This design comes from an exercise in tuning for small area, a short achievable clock period and few clock cycles per item on the open sky130 flow, not from production work.
RTL that was checked went through simulation tests only; none was proved equivalent to the original.
Only the layout flow was run in run 8; the RTL was not checked for function there.

File: flow/design.v
module mdc_b(  
    input ld, clk,
    input [31:0] i_a, i_b,
    output [31:0] res,  
    output done);  
    reg [31:0] a, b;
    always @(posedge clk)
        if (ld) begin  
            a <= i_a;  
            b <= i_b;  
        end
        else  
            if (b <= a)
                a <= a - b;
            else
                b <= b - a;
    assign res = a + b;
    assign done = !(a && b);
endmodule
File: flow/run.sh
#!/bin/bash
# synth_recipe.tcl (not shown) runs the flow's synth.tcl, then flattens the netlist and writes it again
# the make line also repeats each setting of config.mk as NAME=value (left out here)
make -C /OpenROAD-flow-scripts/flow DESIGN_CONFIG=/design/flow/config.mk WORK_HOME=/design/flow/orfs CLKGATE_MAP_FILE= SYNTH_SCRIPT=/design/flow/synth_recipe.tcl finish
File: flow/config.mk
export PLATFORM = sky130hd
export DESIGN_NAME = mdc_b
export DESIGN_NICKNAME = mdc_b
export VERILOG_FILES = /design/flow/design.v
export SDC_FILE = /design/flow/constraint.sdc
export NUM_CORES = 4
export LEC_CHECK = 0
export CAP_MARGIN = 20
export CORE_MARGIN = 2
export CORE_UTILIZATION = 40
export SLEW_MARGIN = 20
File: flow/constraint.sdc
create_clock -name core_clock -period 5.5 [get_ports {clk}]
set_input_delay 1.1000 -clock core_clock [delete_from_list [all_inputs] [get_ports {clk}]]
set_output_delay 1.1000 -clock core_clock [all_outputs]
set_load 0.01 [all_outputs]
==> results by group, run 1 <==
STA
  – Hold Fails Final Rpt: 0
  – Part of the cycle the worst path needs: 95.39%
  – Achievable frequency: 0.1906 GHz
  – Setup violators final: 0
  – Slew Viols, Final: 0
  – Final min period: 5.247 ns
  – Clock skew: ~0.0050 ns
  – Final worst setup slack: roughly 0.25 ns
  – Hold_ws: 0.8932 ns
  – Worst relative slew slack: about a quarter
  – Setup repair after global routing missed its margin: false
  – Setup TNS: 0 ns
  – Slew @ Worst Pin: between 1 and 1.5 ns

Detailed routing
  – Routed Antenna Nets: 0
  – Drt total wl: between 30000 and 40000 um
  – # DRC: 0
  – Avg WL per Cell: roughly 22 um
  – Via count: between 8000 and 9000
  – 1st-pass router iterations: 5
  – Routed vias/inst: ~6.0
  – Initial DRC Count: approximately 780

Global routing
  – All-layer global routing usage: about 28%
  – Vias in the first global route: 8044
  – Initial antenna violation count: 0
  – Remaining Overflow, GRT: 0
  – First-pass GRT wire length: ~48000 um
  – Largest net degree at the start of global routing: ~110

Synth
  – Top_reg_cell synth: edfxtp_1
  – Syn nets: 1233
  – Cell area after synthesis: approximately 8300 sq um
  – Synth top area cells: edfxtp_1 (23%), ha_1 (14%), a21oi_1 (6.0%)
  – Netlist cell types: 70
  – Top cell type by total area after synthesis: edfxtp_1
  – Cells after synthesis: approximately 1100
  – Avg Cell Area, Syn: around 7.8 sq um
  – Post-synth EDFFs: 64
  – Async SR Flop Fraction: 0%
  – #FFs+latches synth: between 60 and 70
  – Ys Warns: 1
  – Register area share after synthesis: between 20 and 25%
  – Synth top area share: 23.08%

Worst setup path
  – Arrival time at the worst endpoint: 4.15 ns
  – WS Path Type: register to output pin
  – WP data required: ~4.4 ns
  – Critical path endpoint category: output pin
  – Startpoint types: register
  – CP Max Fanout: 5

CTS
  – Setup Fix Bufs, Post-CTS: 0
  – H-tree levels: 3
  – Clock Path Buffers: 2
  – Clk pin slew, worst setup/hold paths: roughly 0.060 ns
  – TritonCTS buffer count: 9
  – Worst-skew pair later-pin latency: approximately 0.35 ns
  – CTS sink count: 64
  – PostCTS Resize Cnt: 0
  – # hold bufs at CTS: 0
  – CTS tree: built
  – CTS root buffer: clkbuf_16

Final layout
  – Commonest non-fill, non-tap cells in the layout: inv_1 (108), a21oi_1 (99), clkdlybuf4s50_1 (97), ha_1 (94), nand2_1 (93)
  – Share of layout cells above drive strength 1: under 10%
  – Non-filler cells, final: approximately 1400
  – Antenna diodes: 0
  – Final #Nets: approximately 1300
  – Layout area overhead: 18.48%
  – Final non-filler cell area: approximately 9900 sq um
  – Fin util: 48.45%
  – Leading cell type in the layout, fill and taps excluded: inv_1

Place
  – # port buffers: 98
  – Dpl cell area: around 9600 sq um
  – Post-Place Cells: approximately 1400
  – Hpwl dp: ~24000 um
  – Dpl ws: 0.7020 ns
  – GP Congestion: around 0.95

Die
  – Initial Util: 40.89%
  – Die ar.: between 20000 and 25000 sq um
  – Die W: roughly 150 um
  – I/O pins: between 90 and 100
  – Core Area: about 20000 sq um
  – Row cnt: 52
  – Die height: about 150 um

Status
  – Status: finished clean

Hold path
  – Worst min path class: register to register

Job
  – Max Cap Viol: 0
==> critical path, stage by stage, from the launching register on <==
cell and delay (ns):
edfxtp_1 0.49, inv_1 0.16, fa_1 0.48, o21ba_1 0.19, o21ai_0 0.34, nand3_1 0.18, a311oi_2 0.57, a311o_1 0.43
a311oi_1 0.14, nor3b_1 0.24, clkdlybuf4s50_1 0.57
==> logic make-up (layout without fill, tap and decap cells) <==
group           count (synthesis)  in the layout  share of synthesized area [%]
xor+xnor                       59             59                          6.206
fa+ha+maj                      97             97                          14.85
mux                            13             13                          1.593
simple gates                  323            323                          18.77
flops                          64             64                          23.08
compound gates                353            353                          27.96
buf+inv                       161            242                          7.543
==> registers in the layout (all words and copies together) (netlist names) <==
signal  flops
a          32
b          32
==> Yosys cell counts (4+ instances only) <==
library cell and count:
nor2b_1 15, o21a_1 11, a311oi_1 14, o22ai_1 8, ha_1 94, nor3_1 26, mux2i_1 11, a211oi_1 15
or4_1 5, edfxtp_1 64, buf_2 16, a31oi_1 7, xnor2_1 47, o31ai_1 4, nand2_1 93, o21ai_0 81
o21bai_1 16, and2_1 4, a211o_1 4, o311ai_0 6, a221oi_1 5, o211ai_1 9, nor2_1 86, o21ai_1 5
inv_1 108, or3_1 11, nand3_1 16, xor2_1 12, buf_1 8, nor4_1 23, a21o_1 30, o221a_2 4
clkbuf_1 25, or2_2 6, nand4_1 13, a21oi_1 99, nand2b_1 13
==> final timing paths <==
path	cells after the start	slack, ns	from	endpoint
setup / recovery	10	0.25	a[1]	res[28]
hold / removal	2	0.89	b[0]	b[0]
setup reg to reg	8	1.24	b[22]	a[23]
hold reg to reg	2	0.89	b[0]	b[0]
==> layout make-up <==
class                           instances  area (sq um)
Clock buffer                           10         229.0
Clock inverter                          6         60.06
Fill cell                            2035         10500
Inverter                              111         416.7
Multi-Input combinational cell        845          5782
Sequential cell                        64          1922
Tap cell                              270         337.8
Timing Repair Buffer                  115          1119
==> per-layer routing <==
layer,global-route usage (%),up-vias,wire length [um]
li1,-,4025,-
met1,37.11,4047,13350
met2,46.76,414,14590
met3,5.644,63,2298
met4,10.62,0,1157
met5,0,-,0
Testbench counts, summed over its fixed seeds: cycles 560,273, items 3,200.
==> inputs of run 2 (changes only) <==
==> flow/design.v (replaced) <==
module mdc_b(
    input ld, clk,
    input [31:0] i_a, i_b,
    output [31:0] res,
    output done);
    reg [31:0] a, b;
    reg [4:0]  k;
    wire bz = (b == 32'd0);
    wire kz = (k == 5'd0);
    wire [32:0] d_ab = {1'b0, a} - {1'b0, b};
    wire [31:0] d_ba = b - a;
    wire a_lt_b = d_ab[32];
    wire [31:0] dif = a_lt_b ? d_ba : d_ab[31:0];
    wire both_odd = a[0] & b[0];
    wire [31:0] y = both_odd ? dif : b;
    wire [31:0] x = both_odd ? (a ^ b) : b;
    reg [4:0] sh;
    integer i;
    always @* begin
        sh = 5'd0;
        for (i = 31; i >= 0; i = i - 1)
            if (x[i]) sh = i[4:0];
    end
    wire [31:0] ys = y >> sh;
    always @(posedge clk)
        if (ld) begin
            a <= i_a;
            b <= i_b;
            k <= 5'd0;
        end else if (bz) begin
            if (!kz) begin
                a <= {a[30:0], 1'b0};
                k <= k - 5'd1;
            end
        end else if (!a[0] && !b[0]) begin
            a <= {1'b0, a[31:1]};
            b <= {1'b0, b[31:1]};
            k <= k + 5'd1;
        end else if (!a[0]) begin
            a <= b;
            b <= a;
        end else begin
            if (both_odd && a_lt_b == 1'b0)
                a <= b;
            b <= ys;
        end
    assign res = a;
    assign done = bz & kz;
endmodule
==> run 2 against run 1 <==
  * Cell area up 33%
  * Sequential share of layout area down 4.1 points
  * Largest cell class unchanged
  * Still clean
==> results by group, run 2 <==
Detailed routing
  – Via count: 13290 (+56%)
  – Avg WL per Cell: 28.39 um (+28%)
  – Routed vias/inst: 6.752 (+12%)
  – 1st-pass router iterations: 9 (+4)
  – Initial DRC Count: 1965 (+150%)
  – Drt total wl: 55910 um (+78%)
  – # DRC: 0 (unchanged)
  – Routed Antenna Nets: 0 (unchanged)

Place
  – Post-Place Cells: 1953 (+39%)
  – # port buffers: 98 (unchanged)
  – GP Congestion: 1.015 (+6.7%)
  – Hpwl dp: 43660 um (+79%)

Hold path
  – Worst min path class: register to register
  – Min-Delay Endpoint: k[4]
  – Hold path depth: 2 (unchanged)
  – Hold path start: k[4]

Synth
  – Register area share after synthesis: 17.95% (-5.1 points)
  – #FFs+latches synth: 69 (+7.8%)
  – Post-synth EDFFs: 64 (unchanged)
  – Syn nets: 1649 (+34%)
  – Top_reg_cell synth: edfxtp_1
  – Avg Cell Area, Syn: 7.457 sq um (-4.2%)
  – Cell area after synthesis: 11270 sq um (+35%)
  – Ys Warns: 1 (unchanged)
  – Cells after synthesis: 1511 (+41%)
  – Async SR Flop Fraction: 0% (unchanged)
  – Most frequent cells after synthesis: a21oi_1 (219), inv_1 (113), nand2_1 (113)
  – Netlist cell types: 104 (+49%)
  – Synth top area cells: edfxtp_1 (17%), a21oi_1 (9.7%), ha_1 (7.7%)
  – Most common cell in the netlist: a21oi_1
  – Synth top area share: 17.06% (-6.0 points)
  – Top cell type by total area after synthesis: edfxtp_1

CTS
  – Clk pin slew, worst setup/hold paths: 0.06 ns (about the same)
  – CTS root buffer: clkbuf_16
  – CTS tree: built
  – Worst-skew pair later-pin latency: 0.36 ns (about the same)
  – # hold bufs at CTS: 0 (unchanged)
  – H-tree levels: 3 (unchanged)
  – CTS sink count: 69 (+7.8%)
  – PostCTS Resize Cnt: 0 (unchanged)
  – Clock Path Buffers: 2 (unchanged)
  – TritonCTS buffer count: 9 (unchanged)
  – Setup Fix Bufs, Post-CTS: 0 (unchanged)

Global routing
  – All-layer global routing usage: 37.44% (+9.0 points)
  – Remaining Overflow, GRT: 0 (unchanged)
  – Initial antenna violation count: 1 (+1)
  – Largest net degree at the start of global routing: 69 (-36%)
  – First-pass GRT wire length: 81030 um (+70%)
  – Vias in the first global route: 12360 (+54%)

Final layout
  – Antenna diodes: 0 (unchanged)
  – Share of layout cells above drive strength 1: 10.81% (+5.8 points)
  – Commonest non-fill, non-tap cells in the layout: a21oi_1 (219), inv_1 (113), nand2_1 (112), o21ai_0 (99), nor2_1 (98)
  – Filler cells: 2831 (+39%)
  – Non-filler cells, final: 1969 (+39%)
  – Leading cell type in the layout, fill and taps excluded: a21oi_1
  – Final #Nets: 1724 (+32%)
  – Largest registers: a (32), b (32), k (5)
  – Layout area overhead: 16.79%

STA
  – Final min period: 5.200 ns (-0.04698 ns)
  – Setup TNS: 0 ns (unchanged)
  – Setup violators final: 0 (unchanged)
  – Slew @ Worst Pin: 0.9144 ns (-0.1865 ns)
  – Clock skew: 0.01021 ns (+0.005212 ns)
  – Slew Viols, Final: 0 (unchanged)
  – Worst relative slew slack: 38.52% (+12 points)
  – Hold Fails Final Rpt: 0 (unchanged)
  – Setup repair after global routing missed its margin: false
  – Part of the cycle the worst path needs: 94.54% (-0.85 points)
  – Achievable frequency: 0.1923 GHz (+0.90%)

Worst setup path
  – Startpoint types: register
  – CP startpoint: b[20]
  – RR Endpoint: b[6]
  – R2R depth: 15 (+7)
  – WP data required: 5.71 ns (+1.31 ns)
  – Reg2reg setup slack: 0.30 ns (-0.94 ns)
  – Arrival time at the worst endpoint: 5.41 ns (+1.26 ns)
  – CP Max Fanout: 13 (+8)
  – Critical path endpoint category: register
  – R2r startpoint: b[20]
  – WS Path Type: register to register

Die
  – Die ar.: 29530 sq um (+34%)
  – I/O pins: 99 (unchanged)
  – Initial Util: 40.56% (-0.33 points)
  – Die W: 171.8 um (+16%)
  – Core Area: 27780 sq um (+36%)
  – Die height: 171.8 um (+16%)
  – Row cnt: 61 (+17%)

Status
  – Status: finished clean

Job
  – Max Cap Viol: 0 (unchanged)
-- run 2: changes by cell type in the layout (fill, tap and decap cells not counted), moves of 15 or more --
cell / delta
ha_1: -27
mux2i_1: +34
a211oi_1: +35
o31ai_1: +15
nor3_1: +18
a21oi_1: +120
a21o_1: -15
xnor2_1: -36
buf_4: +62
o21ai_0: +18
nand2_1: +19
-- run 2: worst max path at each step --
stage / endpoint / cells after the start
CTS: b[2] / 15
global route: b[27] / 14
global placement: b[27] / 14
floorplan: a[10] / 13
finish: b[6] / 15
detailed placement: b[27] / 14
-- run 2: per-layer routing --
layer | vias up | GRT usage (%) | part of all wire (%)
met5 | - | 0 | 0.032
met4 | 2 | 14.03 | 4.1
met3 | 133 | 10.58 | 12
met2 | 923 | 52.94 | 41
met1 | 6362 | 53.47 | 43
li1 | 5874 | - | -
-- run 2: logic make-up (layout without fill, tap and decap cells) --
group,Yosys count,after routing,synth area share (%)
AOI/OAI and AO/OA,644,644,38.71
and+or+nand+nor,408,408,17.88
buffers and inverters,227,307,8.662
adders and majority gates,72,72,8.195
DFF,69,69,17.95
muxes,62,62,6.352
xor gates and xnor gates,29,29,2.254
-- run 2: stage by stage --
stage	utilization, %	hold slack, ns	setup WS (ns)	area, sq um
floorplan	-	0.4538	0.7152	11270
global placement	46.22	0.4654	0.4998	12840
global route	47.37	0.5235	0.1602	13160
CTS	47.37	0.4865	0.4786	13160
detailed placement	46.22	0.4790	0.4969	12840
finish	47.37	0.4792	0.3003	13160
-- run 2: cell type report --
| class | instances | area (sq um) | area share, % |
|---|---|---|---|
| tap | 378 | 473.0 | 3.594 |
| timing repair buffer | 178 | 1604 | 12.19 |
| inverter | 113 | 424.2 | 3.223 |
| clock inverter | 5 | 75.07 | 0.5705 |
| multi-input combinational | 1215 | 8318 | 63.21 |
| clock buffer | 11 | 242.7 | 1.845 |
| sequential | 69 | 2022 | 15.37 |
-- run 2: critical path: stages (launching register included) --
cell and delay [ns]:
edfxtp_1 0.63, inv_1 0.16, ha_1 0.66, nand2_1 0.28, nor3_1 0.34, buf_4 0.20, nand2_1 0.09, a21oi_1 0.38
nand3b_1 0.26, o32a_1 0.20, nand3_1 0.15, a221oi_1 0.62, mux2i_1 0.19, o2bb2ai_1 0.52, a22oi_1 0.18, a21oi_1 0.18
Testbench counts of run 2, summed over its fixed seeds: cycles 73,918, items 3,200.
==> inputs of run 3 (changes only) <==
==> flow/design.v (replaced) <==
module mdc_b(
    input ld, clk,
    input [31:0] i_a, i_b,
    output [31:0] res,
    output done);
    reg [31:0] a, b;
    reg [4:0]  k;
    wire bz = (b == 32'd0);
    wire kz = (k == 5'd0);
    wire both_odd = a[0] & b[0];
    wire a_even   = ~a[0];
    wire [32:0] d   = {1'b0, a} - {1'b0, b};
    wire        neg = d[32];
    wire [32:0] y = both_odd ? d : a_even ? {1'b0, a} : {1'b0, b};
    wire [8:0]  x = both_odd ? (a[8:0] ^ b[8:0]) : a_even ? a[8:0] : b[8:0];
    wire [2:0] sh = x[1] ? 3'd0 : x[2] ? 3'd1 : x[3] ? 3'd2 : x[4] ? 3'd3 :
                    x[5] ? 3'd4 : x[6] ? 3'd5 : x[7] ? 3'd6 : 3'd7;
    wire       big = (x[8:1] == 8'd0);
    wire [32:0] y1 = {y[32], y[32:1]};
    wire [40:0] yx = {{8{y1[32]}}, y1} >> sh;
    wire [32:0] ys = yx[32:0];
    wire        fix = both_odd & neg;
    wire [31:0] nb  = fix ? {~ys[31:1], 1'b1} : ys[31:0];
    always @(posedge clk)
        if (ld) begin
            a <= i_a;
            b <= i_b;
            k <= 5'd0;
        end else if (bz) begin
            if (!kz) begin
                a <= {a[30:0], 1'b0};
                k <= k - 5'd1;
            end
        end else if (!a[0] && !b[0]) begin
            a <= {1'b0, a[31:1]};
            b <= {1'b0, b[31:1]};
            k <= k + 5'd1;
        end else if (fix && big) begin
            a <= b;
            b <= a;
        end else begin
            if (a_even || (both_odd && !neg))
                a <= b;
            b <= nb;
        end
    assign res = a;
    assign done = bz & kz;
endmodule
--- a/flow/config.mk
+++ b/flow/config.mk
@@ -8,4 +8,5 @@
 export CAP_MARGIN = 20
 export CORE_MARGIN = 2
 export CORE_UTILIZATION = 40
+export SETUP_SLACK_MARGIN = 1
 export SLEW_MARGIN = 20
==> run 3 against run 2 <==
  * Cell count decreased by 20%
  * First-iteration DRC count fell by 40%
  * Routed wire length shrank 38%
  * Via count fell by 25%
  * Utilization grew 0.12 points
  * Synthesized cell count down 18%
  * Highest routed layer is now met4
==> results by group, run 3 <==
Worst setup path
  – Arrival time at the worst endpoint: 3.29 ns (-2.12 ns)
  – Startpoint types: register
  – WP data required: 4.40 ns (-1.31 ns)
  – Slowest stage cell, crit path: nor4_1
  – R2R depth: 13 (-2)
  – CP delay by family, top: simple AND/OR/NAND/NOR gates
  – WS Path Type: register to output pin
  – Buf/Inv on CP: 2 (unchanged)
  – Critical path endpoint category: output pin
  – Reg2reg setup slack: 1.20 ns (+0.90 ns)
  – Max stage delay on crit path: 0.92 ns (+0.26 ns)
  – R2r startpoint: b[0]
  – RR Endpoint: b[23]
  – CP Max Fanout: 5 (-8)
  – CP Cell Sequence: nor4_1 -> nand4_1 -> nor2_4 -> inv_1 -> nor3_1 -> clkdlybuf4s50_1

STA
  – Final min period: 4.389 ns (-0.8107 ns)
  – Achievable frequency: 0.2278 GHz (+18%)
  – Hold Fails Final Rpt: 0 (unchanged)
  – Clock skew: 0.008543 ns (-0.001664 ns)
  – Slew @ Worst Pin: 1.030 ns (+0.1154 ns)
  – Part of the cycle the worst path needs: 79.80% (-15 points)
  – Setup repair after global routing missed its margin: true
  – Worst relative slew slack: 30.72% (-7.8 points)
  – Setup violators final: 0 (unchanged)
  – Slew Viols, Final: 0 (unchanged)
  – Setup TNS: 0 ns (unchanged)

CTS
  – CTS tree: built
  – # hold bufs at CTS: 0 (unchanged)
  – CTS sink count: 69 (unchanged)
  – TritonCTS buffer count: 9 (unchanged)
  – Setup Fix Bufs, Post-CTS: 0 (unchanged)
  – Worst-skew pair later-pin latency: 0.33 ns (-0.03 ns)
  – Clock Path Buffers: 2 (unchanged)
  – Clk pin slew, worst setup/hold paths: 0.06 ns (about the same)
  – CTS root buffer: clkbuf_16
  – H-tree levels: 3 (unchanged)

Synth
  – Register area share after synthesis: 23.14% (+5.2 points)
  – Most frequent cells after synthesis: nand2_1 (211), a21oi_1 (165), o21ai_0 (110)
  – Post-synth EDFFs: 64 (unchanged)
  – Synth top area share: 21.99% (+4.9 points)
  – Avg Cell Area, Syn: 7.036 sq um (-5.6%)
  – Netlist cell types: 78 (-25%)
  – Synth top area cells: edfxtp_1 (22%), a21oi_1 (9.5%), nand2_1 (9.1%)
  – Top_reg_cell synth: edfxtp_1
  – Ys Warns: 1 (unchanged)
  – Syn nets: 1344 (-18%)
  – Cell area after synthesis: 8738 sq um (-22%)
  – Async SR Flop Fraction: 0% (unchanged)
  – Most common cell in the netlist: nand2_1
  – #FFs+latches synth: 69 (unchanged)
  – Top cell type by total area after synthesis: edfxtp_1
  – Cells after synthesis: 1242 (-18%)

Detailed routing
  – 1st-pass router iterations: 6 (-3)
  – Initial DRC Count: 1179 (-40%)
  – Avg WL per Cell: 22.08 um (-22%)
  – Routed vias/inst: 6.336 (-6.2%)
  – Via count: 9948 (-25%)
  – # DRC: 0 (unchanged)
  – Drt total wl: 34670 um (-38%)
  – Routed Antenna Nets: 0 (unchanged)

Place
  – Hpwl dp: 26340 um (-40%)
  – GP Congestion: 1.007 (-0.83%)
  – # port buffers: 98 (unchanged)
  – Post-Place Cells: 1554 (-20%)

Global routing
  – All-layer global routing usage: 28.84% (-8.6 points)
  – Remaining Overflow, GRT: 0 (unchanged)
  – Initial antenna violation count: 0 (-1)
  – First-pass GRT wire length: 53200 um (-34%)
  – Largest net degree at the start of global routing: 92 (+33%)
  – Vias in the first global route: 9092 (-26%)

Final layout
  – Final #Nets: 1387 (-20%)
  – Layout area overhead: 17.48%
  – Largest registers: a (32), b (32), k (5)
  – Antenna diodes: 0 (unchanged)
  – Commonest non-fill, non-tap cells in the layout: nand2_1 (209), a21oi_1 (165), o21ai_0 (110), nor2_1 (102), clkdlybuf4s50_1 (97)
  – Filler cells: 2263 (-20%)
  – Share of layout cells above drive strength 1: 6.202% (-4.6 points)
  – Leading cell type in the layout, fill and taps excluded: nand2_1
  – Non-filler cells, final: 1570 (-20%)

Die
  – Die ar.: 23040 sq um (-22%)
  – Die height: 151.8 um (-12%)
  – Row cnt: 54 (-11%)
  – Die W: 151.8 um (-12%)
  – I/O pins: 99 (unchanged)
  – Initial Util: 40.42% (-0.14 points)
  – Core Area: 21620 sq um (-22%)

Hold path
  – Worst min path class: register to register
  – Hold path start: k[4]
  – Min-Delay Endpoint: k[4]
  – Hold path depth: 2 (unchanged)

Status
  – Status: finished clean

Job
  – Max Cap Viol: 0 (unchanged)
[run 3: stage by stage]
step | cell area (sq um) | hold WS (ns) | setup WS [ns] | util (%)
detailed placement | 9910 | 0.4807 | 0.9500 | 45.83
global route | 10270 | 0.5344 | 0.9474 | 47.48
global placement | 9910 | 0.4714 | 0.9480 | 45.83
floorplan | 8738 | 0.4531 | 1.977 | -
CTS | 10220 | 0.4895 | 1.122 | 47.29
finish | 10270 | 0.4851 | 1.111 | 47.48
[run 3: area by class of cell]
class / instances / area [sq um] / share of cell area, %
Clock buffer: 10 / 229.0 / 2.230
Inverter: 45 / 168.9 / 1.645
Clock inverter: 6 / 77.57 / 0.7556
Sequential cell: 69 / 2022 / 19.70
Tap cell: 280 / 350.3 / 3.413
Timing Repair Buffer: 125 / 1181 / 11.51
Multi-Input combinational cell: 1035 / 6237 / 60.76
[run 3: cell families after synthesis]
group | count (synthesis) | synth area share, %
AND/OR/NAND/NOR | 451 | 22.68
buffers and inverters | 138 | 6.357
flip-flops | 69 | 23.14
XOR/XNOR | 26 | 2.606
AO/OA/AOI/OAI | 486 | 35.25
adder cells (fa/ha/maj) | 36 | 5.327
multiplexers | 36 | 4.639
[run 3: tightest hold or removal path, cell delays in order, from the launching register on]
cell and delay, ns:
dfxtp_1 0.31, o21ai_0 0.07, a21oi_1 0.06
[run 3: repair_timing]
action / in CTS / in global routing
resized for setup: 1 / 7
cloned: 0 / 0
hold endpoints to repair: 0 / 0
setup endpoints to repair: 3 / 21
[run 3: worst max-delay path by stage]
stage,startpoint,endpoint,slack (ns),cells after the start
finish,b[5],done,1.11,6
floorplan,a[0],b[25],1.98,15
global placement,b[0],b[23],0.95,13
detailed placement,b[0],b[23],0.95,13
global route,a[0],b[11],0.95,13
CTS,a[0],b[23],1.12,13
[run 3: per-layer routing]
layer	share of wire, %	vias to the layer above	global-route usage [%]
met5	0	-	0
met4	2.5	0	8.100
met3	11	62	5.562
met2	41	538	40.88
met1	46	4649	44.18
li1	-	4699	-
Testbench counts of run 3, summed over its fixed seeds: cycles 73,086, items 3,200.
==> inputs of run 4 (changes only) <==
--- a/flow/config.mk
+++ b/flow/config.mk
@@ -8,5 +8,5 @@
 export CAP_MARGIN = 20
 export CORE_MARGIN = 2
 export CORE_UTILIZATION = 40
-export SETUP_SLACK_MARGIN = 1
+export SETUP_SLACK_MARGIN = 2
 export SLEW_MARGIN = 20
==> run 4 against run 3 <==
  * Register-to-register slack gained 0.64 ns
  * First-iteration DRC count grew 29%
  * Clock skew grew 0.0044 ns
  * Global-route usage grew 3.3 points
  * Flip-flop and latch count is the same
  * Non-clock buffer count grew 123
  * Routed wire length grew 14%
  * Utilization grew 11 points
  * Fmax grew 20%
  * Setup slack gained 0.73 ns
  * Critical path type is now register to register
  * Critical endpoint is now b[8]
  * Largest cell class unchanged
==> results by group, run 4 <==
Status
  – Status: finished clean

Job
  – Max Cap Viol: 0 (unchanged)

Synth
  – Largest family of logic cells by synthesized area: compound AO/OA/AOI/OAI gates
  – Compound-Gate Fraction of Synth Area: 35.25% (unchanged)
  – Syn nets: 1344 (unchanged)
  – Simple-gate portion of the synthesized area: 22.68% (unchanged)
  – Netlist cell types: 78 (unchanged)
  – Most frequent cells after synthesis: nand2_1 (211), a21oi_1 (165), o21ai_0 (110)
  – Post-synth EDFFs: 64 (unchanged)
  – Synth top area share: 21.99% (unchanged)
  – Avg Cell Area, Syn: 7.036 sq um (unchanged)
  – Post-synthesis mux area share: 4.639% (unchanged)
  – Most common cell in the netlist: nand2_1
  – #FFs+latches synth: 69 (unchanged)
  – XOR/XNOR Fraction of Synth Area: 2.606% (unchanged)
  – Adder-cell area share of the yosys netlist: 5.326% (unchanged)
  – Async SR Flop Fraction: 0% (unchanged)
  – Ys Warns: 1 (unchanged)
  – Synth top area cells: edfxtp_1 (22%), a21oi_1 (9.5%), nand2_1 (9.1%)
  – Register area share after synthesis: 23.14% (unchanged)
  – Cell area after synthesis: 8738 sq um (unchanged)
  – Top cell type by total area after synthesis: edfxtp_1
  – Top_reg_cell synth: edfxtp_1
  – Cells after synthesis: 1242 (unchanged)

CTS
  – TritonCTS buffer count: 9 (unchanged)
  – H-tree levels: 3 (unchanged)
  – CTS tree: built
  – CTS sink count: 69 (unchanged)
  – # hold bufs at CTS: 0 (unchanged)
  – Clk pin slew, worst setup/hold paths: 0.07 ns (about the same)
  – Clock Path Buffers: 2 (unchanged)
  – Worst-skew pair later-pin latency: 0.34 ns (about the same)
  – CTS root buffer: clkbuf_16

Worst setup path
  – R2R depth: 13 (unchanged)
  – R2r startpoint: a[1]
  – CP Max Fanout: 6 (+1)
  – RR Endpoint: b[8]
  – Critical path endpoint category: register
  – Arrival time at the worst endpoint: 3.72 ns (+0.43 ns)
  – Startpoint types: register
  – WP data required: 5.56 ns (+1.16 ns)
  – Reg2reg setup slack: 1.84 ns (+0.64 ns)
  – WS Path Type: register to register

Die
  – Die W: 151.8 um (unchanged)
  – Row cnt: 54 (unchanged)
  – Initial Util: 40.42% (unchanged)
  – Die height: 151.8 um (unchanged)
  – I/O pins: 99 (unchanged)
  – Core Area: 21620 sq um (unchanged)
  – Die ar.: 23040 sq um (unchanged)

Final layout
  – Share of layout cells above drive strength 1: 26.61% (+20 points)
  – Largest registers: a (32), b (32), k (5)
  – Commonest non-fill, non-tap cells in the layout: nand2_1 (206), a21oi_1 (142), buf_4 (134), clkdlybuf4s50_1 (96), nor2_1 (93)
  – Final #Nets: 1514 (+9.2%)
  – Antenna diodes: 0 (unchanged)
  – Fin util: 58.26% (+11 points)
  – Non-filler cells, final: 1697 (+8.1%)
  – Leading cell type in the layout, fill and taps excluded: nand2_1
  – Layout area overhead: 44.16%

STA
  – Worst relative slew slack: 39.64% (+8.9 points)
  – Slew Viols, Final: 0 (unchanged)
  – Setup violators final: 0 (unchanged)
  – Hold Fails Final Rpt: 0 (unchanged)
  – Setup repair after global routing missed its margin: true
  – Clock skew: 0.01292 ns (+0.004373 ns)
  – Part of the cycle the worst path needs: 66.59% (-13 points)
  – Setup TNS: 0 ns (unchanged)
  – Hold_ws: 0.4904 ns (+0.005332 ns)
  – Final min period: 3.662 ns (-0.7267 ns)
  – Achievable frequency: 0.2731 GHz (+20%)
  – Slew @ Worst Pin: 0.9021 ns (-0.1277 ns)

Hold path
  – Worst min path class: register to register
  – Hold path start: k[4]
  – Hold path depth: 2 (unchanged)
  – Min-Delay Endpoint: k[4]

Place
  – Post-Place Cells: 1555 (+0.064%)
  – GP Congestion: 0.9908 (-1.6%)
  – Hpwl dp: 26640 um (+1.1%)
  – # port buffers: 98 (unchanged)

Detailed routing
  – Initial DRC Count: 1524 (+29%)
  – Via count: 10820 (+8.8%)
  – Avg WL per Cell: 23.33 um (+5.7%)
  – 1st-pass router iterations: 6 (unchanged)
  – # DRC: 0 (unchanged)
  – Routed Antenna Nets: 0 (unchanged)
  – Routed vias/inst: 6.378 (+0.65%)
  – Drt total wl: 39590 um (+14%)

Global routing
  – Vias in the first global route: 9738 (+7.1%)
  – All-layer global routing usage: 32.19% (+3.3 points)
  – Initial antenna violation count: 1 (+1)
  – Largest net degree at the start of global routing: 85 (-7.6%)
  – Remaining Overflow, GRT: 0 (unchanged)
  – First-pass GRT wire length: 58590 um (+10%)
==> run 4: cell types whose count changed in the layout (fill, tap and decap cells not counted), moves of 13 or more <==
| cell | before | now |
|---|---|---|
| a21oi_2 | 1 | 16 |
| inv_2 | 0 | 13 |
| buf_4 | 28 | 134 |
| ha_4 | 0 | 16 |
| inv_1 | 44 | 29 |
| a21oi_1 | 165 | 142 |
| o21ai_0 | 110 | 85 |
| ha_1 | 34 | 9 |
==> run 4: through the flow <==
step	worst slack (ns)	cell area, sq um
2_1_floorplan	2.018	8742
3_3_place_gp	1.112	9921
3_5_place_dp	1.107	9921
4_1_cts	1.917	11700
5_1_grt	1.756	12600
6_report	1.838	12600
==> run 4: cell families after synthesis <==
| logic type | count (synthesis) |
|---|---|
| AOI/OAI and AO/OA | 486 |
| xor gates and xnor gates | 26 |
| adders and majority gates | 36 |
| buffers and inverters | 138 |
| DFF | 69 |
| muxes | 36 |
| and+or+nand+nor | 451 |
==> run 4: worst max-delay path: stages (launching register included) <==
cell      delay, ns
edfxtp_1       0.47
buf_6          0.17
ha_4           0.26
nand2_2        0.05
o21a_4         0.22
o31a_1         0.34
o2111a_1       0.28
a221o_1        0.29
mux4_2         0.50
mux2_4         0.32
nand2_1        0.07
o21ai_1        0.07
mux2i_1        0.23
o31ai_1        0.10
==> run 4: repair_timing <==
| item | CTS | global route |
|---|---|---|
| cloned | 5 | 0 |
| endpoints found under the setup margin | 67 | 65 |
| pin swaps | 47 | 77 |
| buffers inserted | 70 | 51 |
| gates resized for setup | 177 | 122 |
==> run 4: routing by layer <==
metal  global-route usage [%]  share of wire, %  vias to the layer above
met5                        0             0.058                        -
met4                    9.568               2.6                        2
met3                    7.131                13                       64
met2                    46.42                42                      682
met1                    47.88                42                     5089
li1                         -                 -                     4986
==> run 4: area by class of cell <==
type                            instances  area [sq um]
Clock buffer                           10         229.0
Clock inverter                          6         111.4
Inverter                               45         175.2
Fill cell                            1987          9024
Tap cell                              280         350.3
Multi-Input combinational cell       1039          7468
Sequential cell                        69          2022
Timing Repair Buffer                  248          2241
==> run 4: worst max path at each step <==
| stage | end | from | cells past startpoint |
|---|---|---|---|
| final | b[8] | a[1] | 13 |
| after floorplan | b[25] | a[0] | 15 |
| after CTS | b[8] | a[1] | 13 |
| after detailed placement | b[28] | a[1] | 13 |
| after global placement | b[28] | a[1] | 13 |
| after global routing | b[18] | b[0] | 16 |
==> inputs of run 5 (changes only) <==
--- a/flow/config.mk
+++ b/flow/config.mk
@@ -8,5 +8,5 @@
 export CAP_MARGIN = 20
 export CORE_MARGIN = 2
 export CORE_UTILIZATION = 40
-export SETUP_SLACK_MARGIN = 2
+export SETUP_SLACK_MARGIN = 1.6
 export SLEW_MARGIN = 20
==> run 5 against run 4 <==
  * Area after synthesis unchanged
  * Die area unchanged
  * Cell count decreased by 3.8%
  * Utilization decreased by 6.1 points
  * Critical path depth increased by 1
  * Critical path type unchanged
==> results by group, run 5 <==
Synth
  – Cell area after synthesis: 8738 sq um (unchanged)
  – Synth top area cells: edfxtp_1 (22%), a21oi_1 (9.5%), nand2_1 (9.1%)
  – Post-synth EDFFs: 64 (unchanged)
  – Top cell type by total area after synthesis: edfxtp_1
  – Register area share after synthesis: 23.14% (unchanged)
  – Netlist cell types: 78 (unchanged)
  – Async SR Flop Fraction: 0% (unchanged)
  – Most frequent cells after synthesis: nand2_1 (211), a21oi_1 (165), o21ai_0 (110)
  – Avg Cell Area, Syn: 7.036 sq um (unchanged)
  – Most common cell in the netlist: nand2_1
  – Cells after synthesis: 1242 (unchanged)
  – #FFs+latches synth: 69 (unchanged)
  – Ys Warns: 1 (unchanged)
  – Top_reg_cell synth: edfxtp_1
  – Syn nets: 1344 (unchanged)
  – Synth top area share: 21.99% (unchanged)

Worst setup path
  – WP data required: 5.59 ns (+0.03 ns)
  – Startpoint types: register
  – WS Path Type: register to register
  – RR Endpoint: b[12]
  – Reg2reg setup slack: 1.67 ns (-0.17 ns)
  – Most used cell, CP: a21oi_1
  – Critical path endpoint category: register
  – CP Max Fanout: 8 (+2)
  – R2r startpoint: b[11]
  – Arrival time at the worst endpoint: 3.92 ns (+0.20 ns)
  – R2R depth: 14 (+1)
  – CP Cell Sequence: inv_2 -> ha_2 -> a21oi_1 -> o21ai_0 -> or2_2 -> o211a_4 -> or3_1 -> nand3_1 -> a21oi_1 -> o21bai_1 -> mux2i_2 -> a221o_1 -> a21oi_1 -> a211o_1
  – Slowest stage cell, crit path: edfxtp_1
  – Max stage delay on crit path: 0.51 ns (about the same)

Global routing
  – Initial antenna violation count: 0 (-1)
  – All-layer global routing usage: 30.22% (-2.0 points)
  – First-pass GRT wire length: 55480 um (-5.3%)
  – Largest net degree at the start of global routing: 92 (+8.2%)
  – Vias in the first global route: 9317 (-4.3%)
  – Remaining Overflow, GRT: 0 (unchanged)

STA
  – Final min period: 3.833 ns (+0.1707 ns)
  – Slew @ Worst Pin: 0.9928 ns (+0.09076 ns)
  – Setup TNS: 0 ns (unchanged)
  – Hold Fails Final Rpt: 0 (unchanged)
  – Worst relative slew slack: 33.58% (-6.1 points)
  – Setup violators final: 0 (unchanged)
  – Slew Viols, Final: 0 (unchanged)
  – Clock skew: 0.009556 ns (-0.003359 ns)
  – Part of the cycle the worst path needs: 69.69% (+3.1 points)
  – Setup repair after global routing missed its margin: true
  – Achievable frequency: 0.2609 GHz (-4.5%)

Die
  – Die height: 151.8 um (unchanged)
  – Core Area: 21620 sq um (unchanged)
  – I/O pins: 99 (unchanged)
  – Die ar.: 23040 sq um (unchanged)
  – Die W: 151.8 um (unchanged)
  – Initial Util: 40.42% (unchanged)
  – Row cnt: 54 (unchanged)

Place
  – Dpl cell area: 9910 sq um (-0.11%)
  – GP Congestion: 1.007 (+1.6%)
  – Post-Place Cells: 1554 (-0.064%)
  – Hpwl dp: 26340 um (-1.1%)
  – # port buffers: 98 (unchanged)

Final layout
  – Final #Nets: 1449 (-4.3%)
  – Leading cell type in the layout, fill and taps excluded: nand2_1
  – Filler cells: 2163 (+8.9%)
  – Antenna diodes: 0 (unchanged)
  – Share of layout cells above drive strength 1: 15.98% (-11 points)
  – Layout area overhead: 29.09%
  – Final non-filler cell area: 11280 sq um (-10%)
  – Largest registers: a (32), b (32), k (5)
  – Non-filler cells, final: 1632 (-3.8%)
  – Commonest non-fill, non-tap cells in the layout: nand2_1 (208), a21oi_1 (154), o21ai_0 (103), nor2_1 (99), clkdlybuf4s50_1 (96)

Detailed routing
  – Avg WL per Cell: 22.88 um (-1.9%)
  – Routed vias/inst: 6.390 (+0.20%)
  – Initial DRC Count: 1267 (-17%)
  – # DRC: 0 (unchanged)
  – Routed Antenna Nets: 0 (unchanged)
  – Drt total wl: 37330 um (-5.7%)
  – Via count: 10430 (-3.6%)
  – 1st-pass router iterations: 5 (-1)

Hold path
  – Worst min path class: register to register
  – Hold path start: k[4]
  – Min-Delay Endpoint: k[4]
  – Hold path depth: 2 (unchanged)

CTS
  – Clock Path Buffers: 2 (unchanged)
  – TritonCTS buffer count: 9 (unchanged)
  – CTS root buffer: clkbuf_16
  – H-tree levels: 3 (unchanged)
  – Worst-skew pair later-pin latency: 0.34 ns (about the same)
  – CTS tree: built
  – CTS sink count: 69 (unchanged)
  – Clk pin slew, worst setup/hold paths: 0.06 ns (about the same)

Status
  – Status: finished clean

Job
  – Max Cap Viol: 0 (unchanged)
-- run 5: how the worst max path moves through the flow --
| stage | start | endpoint | slack (ns) | cells after the start |
|---|---|---|---|---|
| 3_3_place_gp | b[0] | b[23] | 0.95 | 13 |
| 2_1_floorplan | a[0] | b[25] | 1.98 | 15 |
| 4_1_cts | b[9] | b[15] | 1.56 | 14 |
| 5_1_grt | a[5] | b[9] | 1.49 | 14 |
| 6_report | b[11] | b[12] | 1.67 | 14 |
| 3_5_place_dp | b[0] | b[23] | 0.95 | 13 |
-- run 5: cell type report --
cell class | instances | area (sq um) | area share [%]
inverters | 45 | 172.7 | 1.531
flip-flops and latches | 69 | 2022 | 17.92
well taps | 280 | 350.3 | 3.106
multi-input cells | 1039 | 6740 | 59.75
clock buffers | 10 | 229.0 | 2.030
repair buffers | 183 | 1689 | 14.97
clock inverters | 6 | 77.57 | 0.6877
-- run 5: cells by family after synthesis --
logic type	count (synthesis)	synth area share [%]
AO/OA/AOI/OAI	486	35.25
XOR/XNOR	26	2.606
adder cells (fa/ha/maj)	36	5.327
buffers and inverters	138	6.357
flip-flops	69	23.14
multiplexers	36	4.639
AND/OR/NAND/NOR	451	22.68
-- run 5: through the flow --
stage          setup slack [ns]  utilization, %  hold WS, ns
6_report                  1.667           52.18       0.4848
2_1_floorplan             1.977               -       0.4531
5_1_grt                   1.490           52.18       0.5345
4_1_cts                   1.564           48.78       0.4895
3_3_place_gp             0.9480           45.83       0.4714
3_5_place_dp             0.9500           45.83       0.4807
-- run 5: worst max-delay path: cells and delay by family (launching register included) --
family / cells / cell delay (ns)
AO/OA/AOI/OAI: 8 / 1.44
adder cells (fa/ha/maj): 1 / 0.33
buffers and inverters: 1 / 0.15
flip-flops: 1 / 0.51
multiplexers: 1 / 0.35
AND/OR/NAND/NOR: 3 / 0.81
-- run 5: per-layer routing --
metal  global-route usage [%]  routed length, um
met4                    6.676                836
met1                    45.64              16310
met5                        0                  0
met2                    44.79              15860
met3                    5.476               4324
-- run 5: what timing repair did --
action,in CTS,in global routing
cloned,2,3
setup buffers,13,44
gates resized for setup,39,84
setup endpoints to repair,65,62
pin swaps,6,14
hold buffers,0,0
==> inputs of run 6 (changes only) <==
--- a/flow/config.mk
+++ b/flow/config.mk
@@ -8,5 +8,5 @@
 export CAP_MARGIN = 20
 export CORE_MARGIN = 2
 export CORE_UTILIZATION = 40
-export SETUP_SLACK_MARGIN = 1.6
+export SETUP_SLACK_MARGIN = 1.3
 export SLEW_MARGIN = 20
==> run 6 against run 5 <==
  * Still clean on timing, DRC and antenna
  * First-iteration DRC count decreased by 8.1%
  * Clock-buffer cell count unchanged
  * Die area is the same
  * Worst hold slack barely moved
  * Routed wire length shrank 4.7%
  * Fmax fell by 6.2%
  * Cell area decreased by 6.7%
  * Cell count decreased by 3.0%
  * Synthesized cell count did not move
  * Register-to-register slack got worse by 0.25 ns
  * Highest routed layer unchanged
==> results by group, run 6 <==
Die
  – Die ar.: 23040 sq um (unchanged)
  – I/O pins: 99 (unchanged)
  – Die height: 151.8 um (unchanged)
  – Row cnt: 54 (unchanged)
  – Initial Util: 40.42% (unchanged)
  – Core Area: 21620 sq um (unchanged)
  – Die W: 151.8 um (unchanged)

Worst setup path
  – R2R depth: 14 (unchanged)
  – WP data required: 5.59 ns (about the same)
  – CP startpoint: b[1]
  – R2r startpoint: b[1]
  – Startpoint types: register
  – WS Path Type: register to register
  – Arrival time at the worst endpoint: 4.17 ns (+0.25 ns)
  – Critical path endpoint category: register
  – CP Max Fanout: 34 (+26)

CTS
  – Worst-skew pair later-pin latency: 0.34 ns (about the same)
  – TritonCTS buffer count: 9 (unchanged)
  – H-tree levels: 3 (unchanged)
  – CTS tree: built
  – CTS sink count: 69 (unchanged)
  – Clock Path Buffers: 2 (unchanged)
  – Clk pin slew, worst setup/hold paths: 0.06 ns (about the same)
  – # hold bufs at CTS: 0 (unchanged)
  – CTS root buffer: clkbuf_16

STA
  – Final min period: 4.087 ns (+0.2543 ns)
  – Setup violators final: 0 (unchanged)
  – Part of the cycle the worst path needs: 74.31% (+4.6 points)
  – Achievable frequency: 0.2447 GHz (-6.2%)
  – Slew Viols, Final: 0 (unchanged)
  – Hold Fails Final Rpt: 0 (unchanged)
  – Slew @ Worst Pin: 1.073 ns (+0.07995 ns)
  – Clock skew: 0.009721 ns (+0.0001642 ns)
  – Worst relative slew slack: 27.73% (-5.9 points)
  – Setup repair after global routing missed its margin: true
  – Setup TNS: 0 ns (unchanged)
  – Final worst setup slack: 1.413 ns (-0.2543 ns)

Final layout
  – Antenna diodes: 0 (unchanged)
  – Fin util: 48.67% (-3.5 points)
  – Filler cells: 2246 (+3.8%)
  – Share of layout cells above drive strength 1: 8.749% (-7.2 points)
  – Leading cell type in the layout, fill and taps excluded: nand2_1
  – Largest registers: a (32), b (32), k (5)
  – Final #Nets: 1400 (-3.4%)
  – Layout area overhead: 20.43%
  – Commonest non-fill, non-tap cells in the layout: nand2_1 (208), a21oi_1 (160), o21ai_0 (108), nor2_1 (101), clkdlybuf4s50_1 (97)
  – Non-filler cells, final: 1583 (-3.0%)

Place
  – Hpwl dp: 26340 um (unchanged)
  – Dpl ws: 0.9500 ns (unchanged)
  – GP Congestion: 1.007 (unchanged)
  – Post-Place Cells: 1554 (unchanged)
  – # port buffers: 98 (unchanged)

Detailed routing
  – DR top layer: met4
  – Met3 WL: 3701 um (-14%)
  – DRT met1 WL: 16210 um (-0.63%)
  – Via count: 10070 (-3.4%)
  – Routed vias/inst: 6.364 (-0.41%)
  – # DRC: 0 (unchanged)
  – Routed Antenna Nets: 0 (unchanged)
  – Avg WL per Cell: 22.47 um (-1.8%)
  – Met2 wire length: 14680 um (-7.5%)
  – Initial DRC Count: 1164 (-8.1%)
  – Drt total wl: 35570 um (-4.7%)
  – 1st-pass router iterations: 6 (+1)

Global routing
  – Initial antenna violation count: 0 (unchanged)
  – All-layer global routing usage: 28.91% (-1.3 points)
  – First-pass GRT wire length: 53360 um (-3.8%)
  – Largest net degree at the start of global routing: 92 (unchanged)
  – Vias in the first global route: 9126 (-2.1%)
  – Remaining Overflow, GRT: 0 (unchanged)

Synth
  – Top_reg_cell synth: edfxtp_1
  – Synth top area share: 21.99% (unchanged)
  – Most frequent cells after synthesis: nand2_1 (211), a21oi_1 (165), o21ai_0 (110)
  – Synth top area cells: edfxtp_1 (22%), a21oi_1 (9.5%), nand2_1 (9.1%)
  – Netlist cell types: 78 (unchanged)
  – Async SR Flop Fraction: 0% (unchanged)
  – Cell area after synthesis: 8738 sq um (unchanged)
  – Register area share after synthesis: 23.14% (unchanged)
  – Post-synth EDFFs: 64 (unchanged)
  – Cells after synthesis: 1242 (unchanged)
  – #FFs+latches synth: 69 (unchanged)
  – Most common cell in the netlist: nand2_1
  – Top cell type by total area after synthesis: edfxtp_1
  – Syn nets: 1344 (unchanged)
  – Ys Warns: 1 (unchanged)
  – Avg Cell Area, Syn: 7.036 sq um (unchanged)

Hold path
  – Hold path depth: 2 (unchanged)
  – Worst min path class: register to register
  – Hold path start: k[4]

Status
  – Status: finished clean

Job
  – Max Cap Viol: 0 (unchanged)
[run 6: kinds of logic (layout without fill, tap and decap cells)]
group / after synthesis / after routing / synth area share, %
AO/OA/AOI/OAI: 486 / 488 / 35.25
XOR/XNOR: 26 / 26 / 2.606
adder cells (fa/ha/maj): 36 / 36 / 5.327
buffers and inverters: 138 / 196 / 6.357
flip-flops: 69 / 69 / 23.14
multiplexers: 36 / 36 / 4.639
AND/OR/NAND/NOR: 451 / 452 / 22.68
[run 6: per-layer routing]
metal | up-vias | global-route usage, %
met5 | - | 0
met4 | 0 | 8.189
li1 | 4729 | -
met3 | 57 | 5.334
met1 | 4732 | 44.36
met2 | 556 | 41.03
[run 6: path summary, 6_finish.rpt]
check        slack (ns)  endpoint
min reg2reg        0.49      k[4]
min                0.49      k[4]
max reg2reg        1.41     b[12]
max                1.41     b[12]
[run 6: cell type report]
cell class,count,area (sq um),area share (%)
Tap cell,280,350.3,3.329
Clock inverter,6,77.57,0.7371
Sequential cell,69,2022,19.21
Timing Repair Buffer,135,1289,12.25
Multi-Input combinational cell,1038,6387,60.69
Clock buffer,10,229.0,2.176
Inverter,45,168.9,1.605
[run 6: critical path, cell delays in order, from the launching register on]
cell and delay, ns:
edfxtp_1 0.55, inv_1 0.12, ha_1 0.33, nand2_1 0.08
o211ai_1 0.08, o21ai_1 0.42, nand2b_2 0.48, a21o_1 0.26
buf_4 0.42, nor2_1 0.09, a211oi_1 0.26, a21o_1 0.23
a221o_1 0.17, a21oi_1 0.05, a211o_1 0.27
[run 6: metrics by stage]
| stage | hold slack, ns | instance area, sq um |
|---|---|---|
| 3_3_place_gp | 0.4714 | 9910 |
| 6_report | 0.4852 | 10520 |
| 5_1_grt | 0.5345 | 10520 |
| 2_1_floorplan | 0.4531 | 8738 |
| 3_5_place_dp | 0.4807 | 9910 |
| 4_1_cts | 0.4895 | 10270 |
[run 6: what timing repair did]
item | in CTS | in global routing
resized for setup | 10 | 29
setup buffers | 0 | 10
cloned | 0 | 3
setup endpoints to repair | 30 | 63
endpoints found under the hold margin | 0 | 0
pin swaps | 0 | 2
==> inputs of run 7 (changes only) <==
--- a/flow/config.mk
+++ b/flow/config.mk
@@ -8,5 +8,4 @@
 export CAP_MARGIN = 20
 export CORE_MARGIN = 2
 export CORE_UTILIZATION = 40
-export SETUP_SLACK_MARGIN = 1.3
 export SLEW_MARGIN = 20
==> run 7 against run 6 <==
  * Utilization down 1.4 points
  * Fmax down 13%
  * Flip-flop and latch count unchanged
  * Cell count down 0.82%
  * Worst hold slack about the same
  * Register-to-register slack worse by 0.61 ns
  * Setup slack worse by 0.61 ns
  * Cell area down 2.9%
  * Largest cell class unchanged
==> results by group, run 7 <==
Status
  – Status: finished clean

Synth
  – Post-synth EDFFs: 64 (unchanged)
  – Async SR Flop Fraction: 0% (unchanged)
  – Avg Cell Area, Syn: 7.036 sq um (unchanged)
  – Most frequent cells after synthesis: nand2_1 (211), a21oi_1 (165), o21ai_0 (110)
  – Register area share after synthesis: 23.14% (unchanged)
  – Most common cell in the netlist: nand2_1
  – Cells after synthesis: 1242 (unchanged)
  – Syn nets: 1344 (unchanged)
  – Cell area after synthesis: 8738 sq um (unchanged)
  – Netlist cell types: 78 (unchanged)
  – Ys Warns: 1 (unchanged)
  – Synth top area share: 21.99% (unchanged)
  – Top_reg_cell synth: edfxtp_1
  – Synth top area cells: edfxtp_1 (22%), a21oi_1 (9.5%), nand2_1 (9.1%)
  – Top cell type by total area after synthesis: edfxtp_1
  – #FFs+latches synth: 69 (unchanged)

STA
  – Setup TNS: 0 ns (unchanged)
  – Worst relative slew slack: 26.01% (-1.7 points)
  – Hold Fails Final Rpt: 0 (unchanged)
  – Slew @ Worst Pin: 1.110 ns (+0.03700 ns)
  – Clock skew: 0.008496 ns (-0.001224 ns)
  – Achievable frequency: 0.2128 GHz (-13%)
  – Setup violators final: 0 (unchanged)
  – Slew Viols, Final: 0 (unchanged)
  – Setup repair after global routing missed its margin: false
  – Part of the cycle the worst path needs: 85.45% (+11 points)
  – Final min period: 4.700 ns (+0.6127 ns)

Final layout
  – Share of layout cells above drive strength 1: 5.814% (-2.9 points)
  – Filler cells: 2272 (+1.2%)
  – Commonest non-fill, non-tap cells in the layout: nand2_1 (210), a21oi_1 (165), o21ai_0 (110), nor2_1 (103), clkdlybuf4s50_1 (97)
  – Largest registers: a (32), b (32), k (5)
  – Leading cell type in the layout, fill and taps excluded: nand2_1
  – Layout area overhead: 16.91%
  – Final non-filler cell area: 10220 sq um (-2.9%)
  – Final #Nets: 1387 (-0.93%)
  – Antenna diodes: 0 (unchanged)

Worst setup path
  – CP Cell Sequence: nor2b_4 -> fa_1 -> nand2b_1 -> a21oi_1 -> o21ai_1 -> o211ai_2 -> a31oi_1 -> o211a_1 -> o21ai_2 -> nand2_1 -> o211ai_1 -> o21ai_0 -> a221o_1
  – WS Path Type: register to register
  – Startpoint types: register
  – CP delay by family, top: compound AO/OA/AOI/OAI gates
  – Slowest stage cell, crit path: o21ai_2
  – Buf/Inv on CP: 0 (-2)
  – Critical path endpoint category: register
  – Max stage delay on crit path: 0.88 ns (+0.33 ns)
  – WP data required: 5.58 ns (about the same)
  – CP Max Fanout: 21 (-38%)
  – Arrival time at the worst endpoint: 4.78 ns (+0.61 ns)

Detailed routing
  – Via count: 9934 (-1.4%)
  – Avg WL per Cell: 21.95 um (-2.3%)
  – Routed vias/inst: 6.327 (-0.57%)
  – 1st-pass router iterations: 5 (-1)
  – # DRC: 0 (unchanged)
  – Initial DRC Count: 1090 (-6.4%)
  – Drt total wl: 34460 um (-3.1%)
  – Routed Antenna Nets: 0 (unchanged)

Global routing
  – Initial antenna violation count: 0 (unchanged)
  – First-pass GRT wire length: 53200 um (-0.31%)
  – Largest net degree at the start of global routing: 92 (unchanged)
  – Vias in the first global route: 9092 (-0.37%)
  – All-layer global routing usage: 28.84% (-0.067 points)
  – Remaining Overflow, GRT: 0 (unchanged)

CTS
  – Worst-skew pair later-pin latency: 0.34 ns (about the same)
  – Setup Fix Bufs, Post-CTS: 0 (unchanged)
  – CTS tree: built
  – PostCTS Resize Cnt: 0 (-10)
  – Clock Path Buffers: 2 (unchanged)
  – # hold bufs at CTS: 0 (unchanged)
  – H-tree levels: 3 (unchanged)
  – TritonCTS buffer count: 9 (unchanged)
  – Clk pin slew, worst setup/hold paths: 0.06 ns (about the same)
  – CTS sink count: 69 (unchanged)
  – CTS root buffer: clkbuf_16

Die
  – Row cnt: 54 (unchanged)
  – I/O pins: 99 (unchanged)
  – Die W: 151.8 um (unchanged)
  – Die ar.: 23040 sq um (unchanged)
  – Core Area: 21620 sq um (unchanged)
  – Die height: 151.8 um (unchanged)
  – Initial Util: 40.42% (unchanged)

Job
  – Max Cap Viol: 0 (unchanged)

Hold path
  – Worst min path class: register to register

Place
  – # port buffers: 98 (unchanged)
  – GP Congestion: 1.007 (unchanged)
  – Dpl cell area: 9910 sq um (unchanged)
  – Hpwl dp: 26340 um (unchanged)
[run 7: cell counts after synthesis]
No cell type changed its count.
[run 7: final cells by class]
| class | instances | area (sq um) | area share, % |
|---|---|---|---|
| sequential | 69 | 2022 | 19.79 |
| clock buffer | 10 | 229.0 | 2.241 |
| tap | 280 | 350.3 | 3.429 |
| timing repair buffer | 125 | 1181 | 11.56 |
| clock inverter | 6 | 77.57 | 0.7593 |
| inverter | 45 | 168.9 | 1.653 |
| multi-input combinational | 1035 | 6187 | 60.56 |
[run 7: logic make-up (layout without fill, tap and decap cells)]
logic type               after synthesis  in the layout  share of synthesized area [%]
flip-flops                            69             69                          23.14
XOR/XNOR                              26             26                          2.606
adder cells (fa/ha/maj)               36             36                          5.327
multiplexers                          36             36                          4.639
AO/OA/AOI/OAI                        486            486                          35.25
buffers and inverters                138            186                          6.357
AND/OR/NAND/NOR                      451            451                          22.68
[run 7: tightest hold or removal path: stages (launching register included)]
cell and delay (ns):
dfxtp_1 0.31, o21ai_0 0.07, a21oi_1 0.06
[run 7: metrics by stage]
step | utilization (%) | setup slack (ns) | instances | hold WS [ns]
floorplan | - | 1.977 | 1242 | 0.4531
global placement | 45.83 | 0.9480 | 1554 | 0.4714
detailed placement | 45.83 | 0.9500 | 1554 | 0.4807
CTS | 47.25 | 0.9409 | 1570 | 0.4895
global route | 47.25 | 0.6623 | 1570 | 0.5344
finish | 47.25 | 0.8000 | 1570 | 0.4850
[run 7: worst paths after layout]
path / from / end / slack [ns] / cells past startpoint
setup / recovery: b[0] / b[23] / 0.80 / 13
hold / removal: k[4] / k[4] / 0.49 / 2
setup reg to reg: b[0] / b[23] / 0.80 / 13
hold reg to reg: k[4] / k[4] / 0.49 / 2
[run 7: routing by layer]
| metal | wire length (um) | GRT usage, % |
|---|---|---|
| met1 | 16010 | 44.18 |
| met2 | 14070 | 40.88 |
| met3 | 3493 | 5.562 |
| met4 | 887 | 8.100 |
| met5 | 0 | 0 |
==> inputs of run 8 (changes only) <==
==> flow/design.v (replaced) <==
module mdc_b(
    input ld, clk,
    input [31:0] i_a, i_b,
    output [31:0] res,
    output done);
    reg [31:0] a, b;
    reg [4:0]  k;
    wire bz = (b == 32'd0);
    wire kz = (k == 5'd0);
    wire [31:0] bg  = b & {32{a[0]}};
    wire [32:0] d   = {1'b0, a} - {1'b0, bg};
    wire        neg = d[32];
    wire [8:0]  x   = a[8:0] ^ bg[8:0];
    wire [2:0] sh = x[1] ? 3'd0 : x[2] ? 3'd1 : x[3] ? 3'd2 : x[4] ? 3'd3 :
                    x[5] ? 3'd4 : x[6] ? 3'd5 : x[7] ? 3'd6 : 3'd7;
    wire       big = (x[8:1] == 8'd0);
    wire [40:0] yx = {{9{neg}}, d[32:1]} >> sh;
    wire [31:0] ys = yx[31:0];
    wire [31:0] nb = neg ? {~ys[31:1], 1'b1} : ys;
    always @(posedge clk)
        if (ld) begin
            a <= i_a;
            b <= i_b;
            k <= 5'd0;
        end else if (bz) begin
            if (!kz) begin
                a <= {a[30:0], 1'b0};
                k <= k - 5'd1;
            end
        end else if (!a[0] && !b[0]) begin
            a <= {1'b0, a[31:1]};
            b <= {1'b0, b[31:1]};
            k <= k + 5'd1;
        end else if (!b[0] || (neg && big)) begin
            a <= b;
            b <= a;
        end else begin
            if (!neg)
                a <= b;
            b <= nb;
        end
    assign res = a;
    assign done = bz & kz;
endmodule
--- a/flow/config.mk
+++ b/flow/config.mk
@@ -8,4 +8,5 @@
 export CAP_MARGIN = 20
 export CORE_MARGIN = 2
 export CORE_UTILIZATION = 40
+export SETUP_SLACK_MARGIN = 1.3
 export SLEW_MARGIN = 20
==> run 8 against run 7 <==
  * First-iteration DRC count decreased by 17%
  * Critical path depth increased by 1
  * Clock-buffer cell count increased by 1
  * Flip-flop and latch count unchanged
  * Cell count decreased by 7.9%
  * Still clean
  * Critical path type unchanged
==> results by group, run 8 <==
CTS
  – CTS root buffer: clkbuf_16
  – Clock Path Buffers: 2 (unchanged)
  – TritonCTS buffer count: 9 (unchanged)
  – CTS sink count: 69 (unchanged)

Final layout
  – Multi-input logic area: 5902 sq um (-4.6%)
  – Largest registers: a (32), b (32), k (5)
  – Filler cells: 2040 (-10%)
  – Layout area overhead: 19.62%
  – Sequential cell area: 2022 sq um (unchanged)

Synth
  – Most frequent cells after synthesis: nand2_1 (212), a21oi_1 (149), nor2_1 (90)
  – Synth top area cells: edfxtp_1 (23%), nand2_1 (9.7%), a21oi_1 (9.1%)
  – Post-synth EDFFs: 64 (unchanged)
  – Top_reg_cell synth: edfxtp_1
  – Ys Warns: 1 (unchanged)
  – Top cell type by total area after synthesis: edfxtp_1
  – Most common cell in the netlist: nand2_1
  – Async SR Flop Fraction: 0% (unchanged)

STA
  – Slew Viols, Final: 0 (unchanged)
  – Final min period: 4.087 ns (-0.6133 ns)
  – Hold Fails Final Rpt: 0 (unchanged)
  – Clock skew: 0.007393 ns (-0.001104 ns)
  – Setup violators final: 0 (unchanged)
  – Hold_ws: 0.4988 ns (+0.01375 ns)
  – Setup repair after global routing missed its margin: false

Detailed routing
  – Via count: 8902 (-10%)
  – Routed vias/inst: 6.156 (-2.7%)
  – Initial DRC Count: 910 (-17%)
  – Avg WL per Cell: 21.45 um (-2.3%)
  – Met2 wire length: 13570 um (-3.6%)

Die
  – Die W: 147.4 um (-2.9%)
  – I/O pins: 99 (unchanged)
  – Initial Util: 40.63% (+0.22 points)

Worst setup path
  – Critical path endpoint category: register
  – CP Max Fanout: 13 (-38%)
  – Startpoint types: register
  – WS Path Type: register to register

Place
  – Hpwl dp: 22990 um (-13%)
  – # port buffers: 98 (unchanged)
  – GP Congestion: 0.9225 (-8.4%)

Status
  – Status: finished clean

Global routing
  – First-pass GRT wire length: 47460 um (-11%)
  – Vias in the first global route: 8377 (-7.9%)

Hold path
  – Worst min path class: register to register
==> run 8: cell count changes after synthesis, moves of 14 or more <==
cell / delta
o21ai_0: -29
inv_1: -27
a21oi_1: -16
nor2_1: -16
xnor2_1: +14
==> run 8: logic make-up after synthesis <==
logic type / share of synthesized area (%)
AO/OA/AOI/OAI: 29.71
multiplexers: 6.407
adder cells (fa/ha/maj): 6.270
other: 0.04561
XOR/XNOR: 5.402
buffers and inverters: 4.916
flip-flops: 24.59
AND/OR/NAND/NOR: 22.66
==> run 8: final cells by class <==
cell class / count / area share [%]
Multi-Input combinational cell: 949 / 60.01
Clock inverter: 5 / 0.3435
Sequential cell: 69 / 20.56
Timing Repair Buffer: 125 / 12.43
Tap cell: 270 / 3.435
Inverter: 17 / 0.6489
Clock buffer: 11 / 2.570
==> run 8: through the flow <==
stage / cell area (sq um) / std cells / utilization, % / worst slack (ns)
floorplan: 8233 / 1117 / - / 1.348
global placement: 9420 / 1425 / 46.56 / 0.7996
detailed placement: 9420 / 1425 / 46.56 / 0.8092
CTS: 9758 / 1445 / 48.23 / 1.285
global route: 9834 / 1446 / 48.60 / 1.295
finish: 9834 / 1446 / 48.60 / 1.413
==> run 8: worst max-delay path: stages (launching register included) <==
cell and delay [ns]:
edfxtp_1 0.40, buf_6 0.18, nand2_1 0.09, inv_1 0.06, fa_1 0.43, nand2b_1 0.22, a21oi_4 0.22, o21ai_1 0.21
and3_4 0.27, or3_1 0.41, o21ai_1 0.19, xor2_1 0.11, mux4_2 0.55, mux2i_1 0.20, a211o_1 0.28
==> run 8: path summary, 6_finish.rpt <==
path              depth (start not counted)  slack [ns]     to  start
setup / recovery                         14        1.41  b[28]   a[0]
setup reg to reg                         14        1.41  b[28]   a[0]
hold reg to reg                           2        0.50   k[4]   k[4]
hold / removal                            2        0.50   k[4]   k[4]
==> run 8: timing repair <==
action / in CTS / in global routing
resized for setup: 1 / 16
setup buffers: 4 / 1
cloned: 0 / 0
endpoints found under the hold margin: 0 / 0
pin swaps: 0 / 1
endpoints found under the setup margin: 64 / 50
hold buffers: 0 / 0
==> run 8: routing by layer <==
layer,vias to the layer above,GRT usage (%)
li1,4251,-
met1,4184,39.76
met2,399,42.13
met3,68,5.776
met4,0,10.00
met5,-,0

-- what the ideal ports hide --
In the flow no input, the clock included, has a driving cell. The finished layouts below were timed again as built, in two steps.
Step 1 assumes that a clkbuf_16 drives the clock port and a buf_2 every other input.
Step 2 times the ports against the registers' clock, not the clock port: input delays grow and output delays shrink by t, the midpoint of the rising clock arrivals with the driver on.
Three values: ideal, step 1, step 2; two values: the first two.
run | t (ns) | setup slack, ns | hold slack, ns | worst setup path after step 2 | pins driven straight from the clock port
run 1 | 0.399 | 0.253 / 0.206 / 0.605 | 0.893 / 0.893 / 0.893 | register to output | 1
run 2 | 0.401 | 0.300 / 0.300 / 0.300 | 0.479 / 0.479 / 0.479 | register to register | 1
run 3 | 0.369 | 1.111 / 1.070 / 1.200 | 0.485 / 0.485 / 0.485 | register to register | 1
run 4 | 0.376 | 1.838 / 1.838 / 1.838 | 0.490 / 0.490 / 0.490 | register to register | 1
run 5 | 0.376 | 1.667 / 1.667 / 1.667 | 0.485 / 0.485 / 0.485 | register to register | 1
run 6 | 0.373 | 1.413 / 1.413 / 1.413 | 0.485 / 0.485 / 0.485 | register to register | 1
run 7 | 0.371 | 0.800 / 0.800 / 0.800 | 0.485 / 0.485 / 0.485 | register to register | 1
run 8 | 0.398 | 1.413 / 1.413 / 1.413 | 0.499 / 0.499 / 0.499 | register to register | 1
After both steps setup and hold are still met in every run listed.
